From an optimization exercise on the open Yosys and OpenROAD flow, aimed at small area; shortcuts taken in it are not production practice.
RTL that was checked went through simulation tests only; none was proved equivalent to the original.

==> trial 10: inputs <==
## Mesh
module Mesh(
    input clock,
    input [7:0] io_in_a_0_0,
    input [7:0] io_in_a_1_0,
    input [7:0] io_in_a_2_0,
    input [7:0] io_in_a_3_0,
    input [7:0] io_in_b_0_0,
    input [7:0] io_in_b_1_0,
    input [7:0] io_in_b_2_0,
    input [7:0] io_in_b_3_0,
    input [15:0] io_in_d_0_0,
    input [15:0] io_in_d_1_0,
    input [15:0] io_in_d_2_0,
    input [15:0] io_in_d_3_0,
    input io_in_control_0_0_propagate,
    input io_in_control_1_0_propagate,
    input io_in_control_2_0_propagate,
    input io_in_control_3_0_propagate,
    output [15:0] io_out_c_0_0,
    output [15:0] io_out_c_1_0,
    output [15:0] io_out_c_2_0,
    output [15:0] io_out_c_3_0
);
  wire [7:0]  a_in [0:3];
  wire [7:0]  b_in [0:3];
  wire [15:0] d_in [0:3];
  wire        p_in [0:3];
  assign a_in[0] = io_in_a_0_0; assign a_in[1] = io_in_a_1_0;
  assign a_in[2] = io_in_a_2_0; assign a_in[3] = io_in_a_3_0;
  assign b_in[0] = io_in_b_0_0; assign b_in[1] = io_in_b_1_0;
  ...
==> module Mesh, before the edit <==
module Mesh(
    input clock,
    input [7:0] io_in_a_0_0,
    input [7:0] io_in_a_1_0,
    input [7:0] io_in_a_2_0,
    input [7:0] io_in_a_3_0,
    input [7:0] io_in_b_0_0,
    input [7:0] io_in_b_1_0,
    input [7:0] io_in_b_2_0,
    input [7:0] io_in_b_3_0,
    input [15:0] io_in_d_0_0,
    input [15:0] io_in_d_1_0,
    input [15:0] io_in_d_2_0,
    input [15:0] io_in_d_3_0,
    input io_in_control_0_0_propagate,
    input io_in_control_1_0_propagate,
    input io_in_control_2_0_propagate,
    input io_in_control_3_0_propagate,
    output [15:0] io_out_c_0_0,
    output [15:0] io_out_c_1_0,
    output [15:0] io_out_c_2_0,
    output [15:0] io_out_c_3_0
);
  wire [7:0]  a_in [0:3];
  wire [7:0]  b_in [0:3];
  wire [15:0] d_in [0:3];
  wire        p_in [0:3];
  assign a_in[0] = io_in_a_0_0; assign a_in[1] = io_in_a_1_0;
  assign a_in[2] = io_in_a_2_0; assign a_in[3] = io_in_a_3_0;
  assign b_in[0] = io_in_b_0_0; assign b_in[1] = io_in_b_1_0;
  assign b_in[2] = io_in_b_2_0; assign b_in[3] = io_in_b_3_0;
  assign d_in[0] = io_in_d_0_0; assign d_in[1] = io_in_d_1_0;
  assign d_in[2] = io_in_d_2_0; assign d_in[3] = io_in_d_3_0;
  assign p_in[0] = io_in_control_0_0_propagate; assign p_in[1] = io_in_control_1_0_propagate;
  assign p_in[2] = io_in_control_2_0_propagate; assign p_in[3] = io_in_control_3_0_propagate;
  reg  [7:0]  a_r [0:3][0:3];
  reg  [7:0]  b_r [0:3][0:3];
  reg         p_r [0:3][0:3];
  reg  [15:0] d_r [0:3][0:4];
  wire [15:0] c_out [0:3][0:3];
  genvar i, k;
  generate
    for (i = 0; i < 4; i = i + 1) begin : chain
      for (k = 0; k < 4; k = k + 1) begin : pos
        always @(posedge clock) begin
          a_r[i][k] <= (k == 0) ? ~a_in[i] : a_r[i][k-1];
          b_r[k][i] <= (i == 0) ? ~b_in[k] : b_r[k][i-1];
          p_r[i][k] <= (k == 0) ? p_in[i] : p_r[i][k-1];
          d_r[i][k+1] <= c_out[i][k];
        end
        wire p_next = (k == 0) ? p_in[i] : p_r[i][k-1];
        PE_16 #(.DIN_INV(k != 0), .SH_INV(k != 3)) pe (
          .clock(clock),
          .an(a_r[i][k]),
          .bn(b_r[k][i]),
          .d(d_r[i][k]),
          .flip(p_r[i][k] ^ p_next),
          .c_out(c_out[i][k])
        );
      end
      always @(posedge clock) d_r[i][0] <= d_in[i];
    end
  endgenerate
  assign io_out_c_0_0 = d_r[0][4];
  assign io_out_c_1_0 = d_r[1][4];
  assign io_out_c_2_0 = d_r[2][4];
  assign io_out_c_3_0 = d_r[3][4];
endmodule
export LEC_CHECK = 0
export CAP_MARGIN = 0
export CORE_MARGIN = 2
export CORE_UTILIZATION = 70
export CTS_BUF_LIST = sky130_fd_sc_hd__clkbuf_16
export CTS_CLUSTER_DIAMETER = 80
export CTS_CLUSTER_SIZE = 30
export PLACE_DENSITY = 0.8
export SLEW_MARGIN = 0
export SYNTH_HIERARCHICAL = 1
create_clock -name core_clock -period 5.0 [get_ports {clock}]
standard.sh (not shown) runs the stock make flow with config.mk's settings and CLKGATE_MAP_FILE= SYNTH_SCRIPT=/design/flow/synth_recipe.tcl, a recipe that flattens the netlist after the stock synthesis.
==> flow/flow/run.sh <==
#!/bin/bash
# Own layout flow: the standard layout (standard.sh), with two changes.
# 1. Synthesis is synth_recipe.tcl, except that the final ABC technology
#    mapping runs flow/area.abc (area-oriented mapping followed by ABC's
#    timing-driven up/down sizing) in place of ORFS's speed script. The
#    registers, their names and cell types are the same as the standard
#    synthesis's.
# 2. Ports are buffered with sky130_fd_sc_hd__buf_1 instead of the buffer
#    ORFS picks by itself.
# Each tool writes its full log under orfs/logs/ (ORFS's own logs); the
# output of make itself goes to run_*.log in this folder.
set -euo pipefail
W=$(pwd)
F=$W/flow
{
  head -n 1 synth_recipe.tcl
  cat <<EOT
proc abc {args} {
  set i [lsearch -exact \$args -script]
  if { \$i >= 0 } { lset args [expr {\$i + 1}] $F/area.abc }
  yosys abc {*}\$args
}
EOT
  tail -n +2 synth_recipe.tcl
} > "$W/own_synth.tcl"
sed "s#SYNTH_SCRIPT=[^ ]*synth_recipe.tcl#SYNTH_SCRIPT=$W/own_synth.tcl#" standard.sh > "$W/own_standard.sh"
grep -q "SYNTH_SCRIPT=$W/own_synth.tcl" "$W/own_standard.sh"
export BUFFER_PORTS_ARGS="-buffer_cell sky130_fd_sc_hd__buf_1"
bash "$W/own_standard.sh" finish > "$W/run_finish.log" 2>&1
test -s "$W/out/final.def"
==> flow/flow/area.abc <==
strash
dch
map -a
topo
stime -c
upsize -c
dnsize -c
==> trial 23: changes against trial 10 <==
==> flow/run.sh (new file) <==
#!/bin/bash
# synth_recipe.tcl (not shown) runs the flow's synth.tcl, then flattens the netlist and writes it again
# the make line also repeats each setting of config.mk as NAME=value (left out here)
make -C /OpenROAD-flow-scripts/flow DESIGN_CONFIG=/design/flow/config.mk WORK_HOME=/design/flow/orfs CLKGATE_MAP_FILE= SYNTH_SCRIPT=/design/flow/synth_recipe.tcl finish
Settings changed: ABC_AREA set to 1, CAP_MARGIN 0 to 20, CORE_UTILIZATION 70 to 60, CTS_BUF_LIST sky130_fd_sc_hd__clkbuf_16 to sky130_fd_sc_hd__clkbuf_8, CTS_CLUSTER_DIAMETER 80 to 60, CTS_CLUSTER_SIZE 30 to 20, PLACE_DENSITY 0.8 to 0.7, SLEW_MARGIN 0 to 20.
removed: flow/flow/run.sh
removed: flow/flow/area.abc
removed: flow/standard.sh
==> trial 64: changes against trial 10 <==
--- a/flow/design.v
+++ b/flow/design.v
@@ -253,3 +253,5 @@
   reg  [7:0]  b_r [0:3][0:3];
-  reg         p_r [0:3][0:3];
+  reg         p_r [0:3];
+  reg         f_r [0:3][1:3];
+  wire        flip [0:3][0:3];
   reg  [15:0] d_r [0:3][0:4];
@@ -263,6 +265,10 @@
           b_r[k][i] <= (i == 0) ? ~b_in[k] : b_r[k][i-1];
-          p_r[i][k] <= (k == 0) ? p_in[i] : p_r[i][k-1];
           d_r[i][k+1] <= c_out[i][k];
         end
-        wire p_next = (k == 0) ? p_in[i] : p_r[i][k-1];
+        if (k == 0) begin : f0
+          assign flip[i][k] = p_r[i] ^ p_in[i];
+        end else begin : fk
+          always @(posedge clock) f_r[i][k] <= flip[i][k-1];
+          assign flip[i][k] = f_r[i][k];
+        end
         PE_16 #(.DIN_INV(k != 0), .SH_INV(k != 3)) pe (
@@ -272,3 +278,3 @@
           .d(d_r[i][k]),
-          .flip(p_r[i][k] ^ p_next),
+          .flip(flip[i][k]),
           .c_out(c_out[i][k])
@@ -276,3 +282,6 @@
       end
-      always @(posedge clock) d_r[i][0] <= d_in[i];
+      always @(posedge clock) begin
+        d_r[i][0] <= d_in[i];
+        p_r[i] <= p_in[i];
+      end
     end
--- a/flow/flow/run.sh
+++ b/flow/flow/run.sh
@@ -9,2 +9,7 @@
 #    ORFS picks by itself.
+# 3. Clock tree synthesis gets the same arguments as ORFS would give it
+#    from config.mk, plus -dont_use_dummy_load.
+# 4. Timing-driven global placement does not keep the buffers and resizing
+#    of its internal repair (GPL_KEEP_OVERFLOW 0); the later repair steps
+#    of the standard flow still run.
 # Each tool writes its full log under orfs/logs/ (ORFS's own logs); the
@@ -28,2 +33,4 @@
 export BUFFER_PORTS_ARGS="-buffer_cell sky130_fd_sc_hd__buf_1"
+export CTS_ARGS="-sink_clustering_enable -repair_clock_nets -sink_clustering_size 30 -sink_clustering_max_diameter 80 -buf_list sky130_fd_sc_hd__clkbuf_16 -dont_use_dummy_load"
+export GPL_KEEP_OVERFLOW=0
 bash "$W/own_standard.sh" finish > "$W/run_finish.log" 2>&1
Settings changed: CORE_UTILIZATION 70 to 80, PLACE_DENSITY 0.8 to 0.88.
==> notes <==
Trial 64 completed without violations. Trial 23 ran to the end with no violations. Trial 10 completed with no timing, DRC or antenna violations.
Against trial 23, the cell area of trial 64 is smaller by 6.8%.
Of trial 23 and trial 10, trial 23 has the higher critical path depth (gap 2).
Via count: trial 10 < trial 64 < trial 23.
Worst setup slack: trial 64 < trial 10 < trial 23.
Register-to-register slack: trial 64 < trial 10 < trial 23.
The RTL of trial 64 was laid out without a check of its function.

separate check: timing with driven ports:
No port has a modelled driver above. Below, the same layouts with a new extraction and two added sets of constraints.
Step 1 assumes that a clkbuf_16 drives the clock port and a buf_2 every other input.
Step 2 adds t to the input delays and takes it off the output delays; t is the mean of the earliest and latest rising clock arrival at the registers after step 1. Input paths then give back, and output paths get back, about the clock's delay inside the block.
Slacks: no drivers / after step 1 / after step 2; pairs: no drivers / after step 1.
| run | t (ns) | setup slack, ns | hold WS [ns] | worst register clock-pin slew, ns | pins driven straight from the clock port |
|---|---|---|---|---|---|
| trial 10 | 0.708 | 0.237 / 0.237 / 0.237 | 0.323 / 0.323 / 0.323 | 0.11 / 0.11 | 1 |
| trial 23 | 0.807 | 0.354 / 0.354 / 0.354 | 0.312 / 0.312 / 0.312 | 0.12 / 0.12 | 1 |
| trial 64 | 0.686 | 0.134 / 0.134 / 0.134 | 0.301 / 0.301 / 0.301 | 0.11 / 0.11 | 1 |
After both steps every run listed still meets setup and hold.
